Context: an optimization exercise on an open-source flow, tuned for small area, a short achievable clock period and few clock cycles. The choices shown serve that exercise and are no tape-out recipe. At most, simulation tests tie the RTL to the original design; equivalence was not proved. No activity file was given, so power comes from the tool's default toggle rates.

rev 12:
// med_filter
module med_filter(
    output reg [7:0] out,
    output reg out_valid,
    output reg [15:0] addr_med,
    output reg finished,
    output reg [15:0] addr_im,
    input  [7:0] dout_im,
    input start,
    input rst,
    input clk
    );
Size in the first run: roughly 1100 cells after synthesis, about 300 flip-flops, about 53 I/O pins.
clock: 4.5 ns
lec_check: 0
cap_margin: 20
core_margin: 2
core_utilization: 40
setup_slack_margin: 2.3
slew_margin: 20
run.sh (not shown) runs the stock make flow with config.mk's settings and CLKGATE_MAP_FILE= SYNTH_SCRIPT=/design/flow/synth_recipe.tcl, a recipe that flattens the netlist after the stock synthesis.
Rev 12 reached the end of the flow, and the finished layout is clean on the timing, DRC and antenna checks.
Modified inputs, rev 13 compared to rev 12
==> flow/flow/run.sh (new file) <==
#!/bin/bash
# Standard ORFS layout, with unrestricted resizing and plain buffers on the ports.
set -euo pipefail
bash standard.sh MATCH_CELL_FOOTPRINT=0 "BUFFER_PORTS_ARGS=-buffer_cell sky130_fd_sc_hd__buf_2" finish > standard.log 2>&1
==> flow/standard.sh (new file) <==
#!/bin/bash
# synth_recipe.tcl (not shown) runs the flow's synth.tcl, then flattens the netlist and writes it again
# the make line also repeats each setting of config.mk as NAME=value (left out here)
make -C /OpenROAD-flow-scripts/flow DESIGN_CONFIG=/design/flow/config.mk WORK_HOME=/design/flow/orfs CLKGATE_MAP_FILE= SYNTH_SCRIPT=/design/flow/synth_recipe.tcl "${@:-finish}"
removed: flow/run.sh
==> results.txt <==
Rev 13 has less setup slack than rev 12.
Between rev 12 and rev 13, the count of nets left with antenna violations after detail routing does not differ in any meaningful way.
Between rev 13 and rev 12, the final-layout worst hold slack is lower for rev 13.
Rev 13 falls short of rev 12 in maximum vdd drop.
Comparing post-layout minimum cycle time for rev 13 and rev 12, the bigger number came from rev 13.
Compared with rev 12, in rev 13 wire length of the first global-routing pass now smaller; part of the total power dissipated in combinational logic saw a decrease; total power consumption of the routed design dropped about 2.4%.
Compared with rev 12, rev 13 shows a via count of the first global-routing pass that is 295 lower.
No run of this note included a check of the RTL's function; only the layout flow was run.

---

## run A
med_filter, a different RTL version from the one above (not shown whole).
Size in the first run: ~1400 cells after synthesis, ~300 flip-flops, about 53 I/O pins, about 12000 um2 of cells after synthesis.
export LEC_CHECK = 0
export ABC_AREA = 1
export CAP_MARGIN = 20
export CORE_MARGIN = 2
export CORE_UTILIZATION = 40
export CTS_BUF_LIST = sky130_fd_sc_hd__clkbuf_16
export CTS_CLUSTER_DIAMETER = 100
export CTS_CLUSTER_SIZE = 35
export SETUP_SLACK_MARGIN = 2.5
export SLEW_MARGIN = 20
create_clock -name core_clock -period 4.5 [get_ports {clk}]
standard.sh (not shown) runs the stock make flow with config.mk's settings and CLKGATE_MAP_FILE= SYNTH_SCRIPT=/design/flow/synth_recipe.tcl, a recipe that flattens the netlist after the stock synthesis.
==> flow/flow/run.sh <==
#!/bin/bash
# Standard ORFS layout, with unrestricted resizing and plain buffers on the ports.
set -euo pipefail
bash standard.sh MATCH_CELL_FOOTPRINT=0 "BUFFER_PORTS_ARGS=-buffer_cell sky130_fd_sc_hd__buf_2" finish > standard.log 2>&1
Testbench counts of run A, summed over its fixed seeds: cycles 795,708.
[inputs] run B vs run A
# run A
export LEC_CHECK = 0
export ABC_AREA = 1
export CAP_MARGIN = 20
export CORE_MARGIN = 2
export CORE_UTILIZATION = 40
export CTS_BUF_LIST = sky130_fd_sc_hd__clkbuf_16
export CTS_CLUSTER_DIAMETER = 100
export CTS_CLUSTER_SIZE = 35
export SETUP_SLACK_MARGIN = 2.5
export SLEW_MARGIN = 20
create_clock -name core_clock -period 4.5 [get_ports {clk}]
# run B
export LEC_CHECK = 0
export CAP_MARGIN = 20
export CORE_MARGIN = 2
export CORE_UTILIZATION = 40
export CTS_BUF_LIST = sky130_fd_sc_hd__clkbuf_16
export CTS_CLUSTER_DIAMETER = 80
export CTS_CLUSTER_SIZE = 25
export SETUP_SLACK_MARGIN = 2.3
export SLEW_MARGIN = 20
create_clock -name core_clock -period 4.5 [get_ports {clk}]
==> comparison <==
- Initial standard-cell utilization of the core for run B is higher than for run A.
- In the reports for run B and run A, the smaller multi-input gate share of total cell area belongs to run A.
- Of run B and run A, the run reporting the higher transition time of the tightest slew-check pin was run B.
- Looking at total power, run B sits about 7% higher than run A does.
Setup changes, run B to run C
# run B
export LEC_CHECK = 0
export CAP_MARGIN = 20
export CORE_MARGIN = 2
export CORE_UTILIZATION = 40
export CTS_BUF_LIST = sky130_fd_sc_hd__clkbuf_16
export CTS_CLUSTER_DIAMETER = 80
export CTS_CLUSTER_SIZE = 25
export SETUP_SLACK_MARGIN = 2.3
export SLEW_MARGIN = 20
create_clock -name core_clock -period 4.5 [get_ports {clk}]
# run C
export LEC_CHECK = 0
export ABC_AREA = 1
export CAP_MARGIN = 20
export CORE_MARGIN = 2
export CORE_UTILIZATION = 55
export CTS_BUF_LIST = sky130_fd_sc_hd__clkbuf_16
export CTS_CLUSTER_DIAMETER = 80
export CTS_CLUSTER_SIZE = 25
export PLACE_DENSITY = 0.7
export SETUP_SLACK_MARGIN = 2.5
export SLEW_MARGIN = 20
create_clock -name core_clock -period 4.5 [get_ports {clk}]
Findings:
Every run in the comparison, run B and run C, completed the flow with a clean layout. Flip-flop and latch area (higher): run B. Taking run B over run C, the count of placed standard cells in the final layout, fillers left out ratio works out to 0.905. Against run B, run C reports a critical path depth that is higher. Wire length of the first global-routing pass in run C is about 6.6% above run B.
Changes in run D relative to run C:
# run C
export LEC_CHECK = 0
export ABC_AREA = 1
export CAP_MARGIN = 20
export CORE_MARGIN = 2
export CORE_UTILIZATION = 55
export CTS_BUF_LIST = sky130_fd_sc_hd__clkbuf_16
export CTS_CLUSTER_DIAMETER = 80
export CTS_CLUSTER_SIZE = 25
export PLACE_DENSITY = 0.7
export SETUP_SLACK_MARGIN = 2.5
export SLEW_MARGIN = 20
create_clock -name core_clock -period 4.5 [get_ports {clk}]
# run D
export LEC_CHECK = 0
export ABC_AREA = 1
export CAP_MARGIN = 20
export CORE_MARGIN = 2
export CORE_UTILIZATION = 40
export CTS_BUF_LIST = sky130_fd_sc_hd__clkbuf_16
export CTS_CLUSTER_DIAMETER = 80
export CTS_CLUSTER_SIZE = 25
export SETUP_SLACK_MARGIN = 2.6
export SLEW_MARGIN = 20
create_clock -name core_clock -period 4.5 [get_ports {clk}]
Findings:
Run D ends up with lower worst supply voltage drop on vdd than run C does.
Summary — sequential share of cell area, run D relative to run C: lower, by 2.1 points.
Measured against run D, the die area of run C comes out at 0.73 times the reference value.

---

med_filter, a different RTL version from the one above (not shown whole).
Size in the first run: ~300 flip-flops.
export LEC_CHECK = 0
export CAP_MARGIN = 20
export CORE_MARGIN = 2
export CORE_UTILIZATION = 40
export CTS_BUF_LIST = sky130_fd_sc_hd__clkbuf_8
export CTS_CLUSTER_DIAMETER = 60
export CTS_CLUSTER_SIZE = 16
export SETUP_SLACK_MARGIN = 2.3
export SLEW_MARGIN = 20
create_clock -name core_clock -period 4.5 [get_ports {clk}]
Scripts as last shown in full above: flow/flow/run.sh
The starting point ran to the end with no violations.
Testbench counts at the start, summed over its fixed seeds: cycles 795,708.
Rerun with:
Settings changed: CTS_BUF_LIST sky130_fd_sc_hd__clkbuf_8 to not set, CTS_CLUSTER_DIAMETER 60 to not set, CTS_CLUSTER_SIZE 16 to not set.
Effect: Register-to-register slack improves by 30 ps. Die area stays the same. Total power increases by 10%. Routed wire length is about the same.
Rerun with:
==> flow/flow/run.sh (replaced) <==
#!/bin/bash
# Standard ORFS layout, except: no full/half-adder cell extraction in synthesis
# (ABC maps the comparators freely), unrestricted resizing, plain port buffers.
set -euo pipefail
bash standard.sh ADDER_MAP_FILE= MATCH_CELL_FOOTPRINT=0 "BUFFER_PORTS_ARGS=-buffer_cell sky130_fd_sc_hd__buf_2" finish > standard.log 2>&1
Routed wire length drops by about 0.8%.
Worst hold slack is about the same.
Via count climbs by about 2.7%.
Cell area drops by 2.2%.
Total power drops by 10%.

---

The RTL this note starts from:
==> flow/design.v <==
`timescale 1ns / 1ps
module arrange(
    output [7:0] max,
    output [7:0] med,
    output [7:0] min,
    input [7:0] a,
    input [7:0] b,
    input [7:0] c
    );
    wire x = a < b;
    wire y = a < c;
    wire z = b < c;
    assign max = (!x && !y) ? a : (!z ? b : c);
    assign min = ( x &&  y) ? a : ( z ? b : c);
    assign med = (x ^ y) ? a : ((x ^ z) ? c : b);
endmodule
`timescale 1ns / 1ps
module med_filter(
    output reg [7:0] out,
    output reg out_valid,
    output reg [15:0] addr_med,
    output reg finished,
    output reg [15:0] addr_im,
    input  [7:0] dout_im,
    input start,
    input rst,
    input clk
    );
   reg        running;
   reg [2:0]  ri;       
   reg [7:0]  rc;       
   reg [5:0]  rb;       
   wire col_end  = (ri == 3'd7);
   wire row_end  = (rc == 8'd223);
   wire band_end = (rb == 6'd36);
   always @(posedge clk) begin
      if (rst || (start && !running)) begin
         running <= !rst;
         ri <= 0;
         rc <= 0;
         rb <= 0;
         addr_im <= 0;
      end else if (running) begin
         ri <= ri + 3'd1;
         if (!col_end) begin
            addr_im <= addr_im + 16'd224;
         end else if (!row_end) begin
            rc <= rc + 8'd1;
            addr_im <= addr_im - 16'd1567;    
         end else begin
            rc <= 0;
            rb <= rb + 6'd1;
            addr_im <= addr_im - 16'd447;     
            if (band_end) running <= 0;
         end
      end
   end
   wire       rv = running && (ri[2] || ri[1]) && (rc[7:1] != 0);
   wire [1:0] rf = !rv ? 2'd0 : (ri != 3'd2) ? 2'd1 : (rc != 8'd2) ? 2'd2 : 2'd3;
   reg  [1:0] f1, f2, f3, f4;
   always @(posedge clk) begin
      if (rst) begin
         f1 <= 0; f2 <= 0; f3 <= 0; f4 <= 0;
      end else begin
         f1 <= rf; f2 <= f1; f3 <= f2; f4 <= f3;
      end
   end
   reg [7:0] p [0:16];
   integer k;
   always @(posedge clk) begin
      p[0] <= dout_im;
      for (k = 1; k <= 16; k = k + 1) p[k] <= p[k-1];
   end
   wire [7:0] smax, smed, smin;
   arrange srow(.max(smax), .med(smed), .min(smin), .a(p[0]), .b(p[8]), .c(p[16]));
   reg [7:0] lo1, lo2, lo3, md1, md2, md3, hi1, hi2, hi3;
   always @(posedge clk) begin
      lo1 <= smin; lo2 <= lo1; lo3 <= lo2;
      md1 <= smed; md2 <= md1; md3 <= md2;
      hi1 <= smax; hi2 <= hi1; hi3 <= hi2;
   end
   wire lx = lo1 < lo2, ly = lo1 < lo3;
   wire mx = md1 < md2, my = md1 < md3;
   wire hx = hi1 < hi2, hy = hi1 < hi3;
   reg  lz, mz, hz;
   reg [7:0] lmax, mmed, hmin;
   always @(posedge clk) begin
      lz <= lx; mz <= mx; hz <= hx;
      lmax <= (!lx && !ly) ? lo1 : (!lz ? lo2 : lo3);
      hmin <= ( hx &&  hy) ? hi1 : ( hz ? hi2 : hi3);
      mmed <= (mx ^ my) ? md1 : ((mx ^ mz) ? md3 : md2);
   end
   wire [7:0] fmed;
   arrange sfin(.max(), .med(fmed), .min(), .a(lmax), .b(mmed), .c(hmin));
   always @(posedge clk) begin
      out <= fmed;
   end
   always @(posedge clk) begin
      if (rst) begin
         out_valid <= 0;
         finished <= 0;
      end else begin
         out_valid <= (f4 != 0);
         if (start && !running) begin
            finished <= 0;
            addr_med <= 16'hFFFF;
         end else if (f4 != 0) begin
            addr_med <= addr_med + ((f4 == 2'd3) ? 16'd1 :
                                    (f4 == 2'd2) ? 16'hFBAB : 16'd222);   
            if (addr_med == 16'd49061) finished <= 1;
         end
      end
   end
endmodule
clock: 4.5 ns
lec_check: 0
cap_margin: 20
core_margin: 2
core_utilization: 40
setup_slack_margin: 2.0
slew_margin: 20
run.sh (not shown) runs the stock make flow with config.mk's settings and CLKGATE_MAP_FILE= SYNTH_SCRIPT=/design/flow/synth_recipe.tcl, a recipe that flattens the netlist after the stock synthesis.
Stock flow here: none of the scripts above is used.
Next try:
Settings changed: SETUP_SLACK_MARGIN 2.0 to default.
The changed run went through all stages and came out clean.
Synthesized cell count does not change.
Utilization shrinks by 1.2 points.
Final area shrinks by 2.5%.
Clock skew grows by 0.010 ns.
No run of this note included a check of the RTL's function; only the layout flow was run.

==> what the ideal ports hide <==
How much do the figures lean on ideal ports? The routed layouts below were timed once more, with nothing changed but the port constraints.
Step 1 assumes that a clkbuf_16 drives the clock port and a buf_2 every other input.
Step 2 adds t to the input delays and takes it off the output delays; t is the mean of the earliest and latest rising clock arrival at the registers after step 1. Input paths then give back, and output paths get back, about the clock's delay inside the block.
a / b / c = no drivers / after step 1 / after step 2; a / b = the first two.
run | shift t [ns] | setup slack, ns | hold WS [ns] | worst setup path after step 2
rev 12 | 0.605 | 1.450 / 1.450 / 1.450 | 0.324 / 0.324 / 0.324 | register to register
rev 13 | 0.606 | 1.446 / 1.446 / 1.446 | 0.317 / 0.317 / 0.317 | register to register
run A | 0.538 | 2.444 / 2.444 / 2.154 | 0.315 / 0.315 / 0.315 | input to register
run B | 0.555 | 2.147 / 2.147 / 2.147 | 0.317 / 0.317 / 0.317 | register to register
run C | 0.548 | 2.473 / 2.473 / 2.147 | 0.325 / 0.325 / 0.325 | input to register
run D | 0.529 | 2.502 / 2.502 / 2.264 | 0.320 / 0.320 / 0.320 | input to register
the first run of note 3 | 0.621 | 2.212 / 2.212 / 2.212 | 0.324 / 0.324 / 0.324 | register to register
the second run of note 3 | 0.602 | 2.245 / 2.245 / 2.214 | 0.325 / 0.325 / 0.325 | input to register
the third run of note 3 | 0.597 | 1.842 / 1.842 / 1.842 | 0.324 / 0.324 / 0.324 | register to register
the first run of note 4 | 0.597 | 2.002 / 1.977 / 1.568 | 0.324 / 0.324 / 0.324 | input to register
the second run of note 4 | 0.553 | 1.513 / 1.513 / 1.513 | 0.323 / 0.323 / 0.323 | register to register
After both steps setup and hold are still met in every run listed. The setup slack of the first run of note 4, which loses most, moves by -0.025 ns with the drivers and by -0.434 ns with both steps.
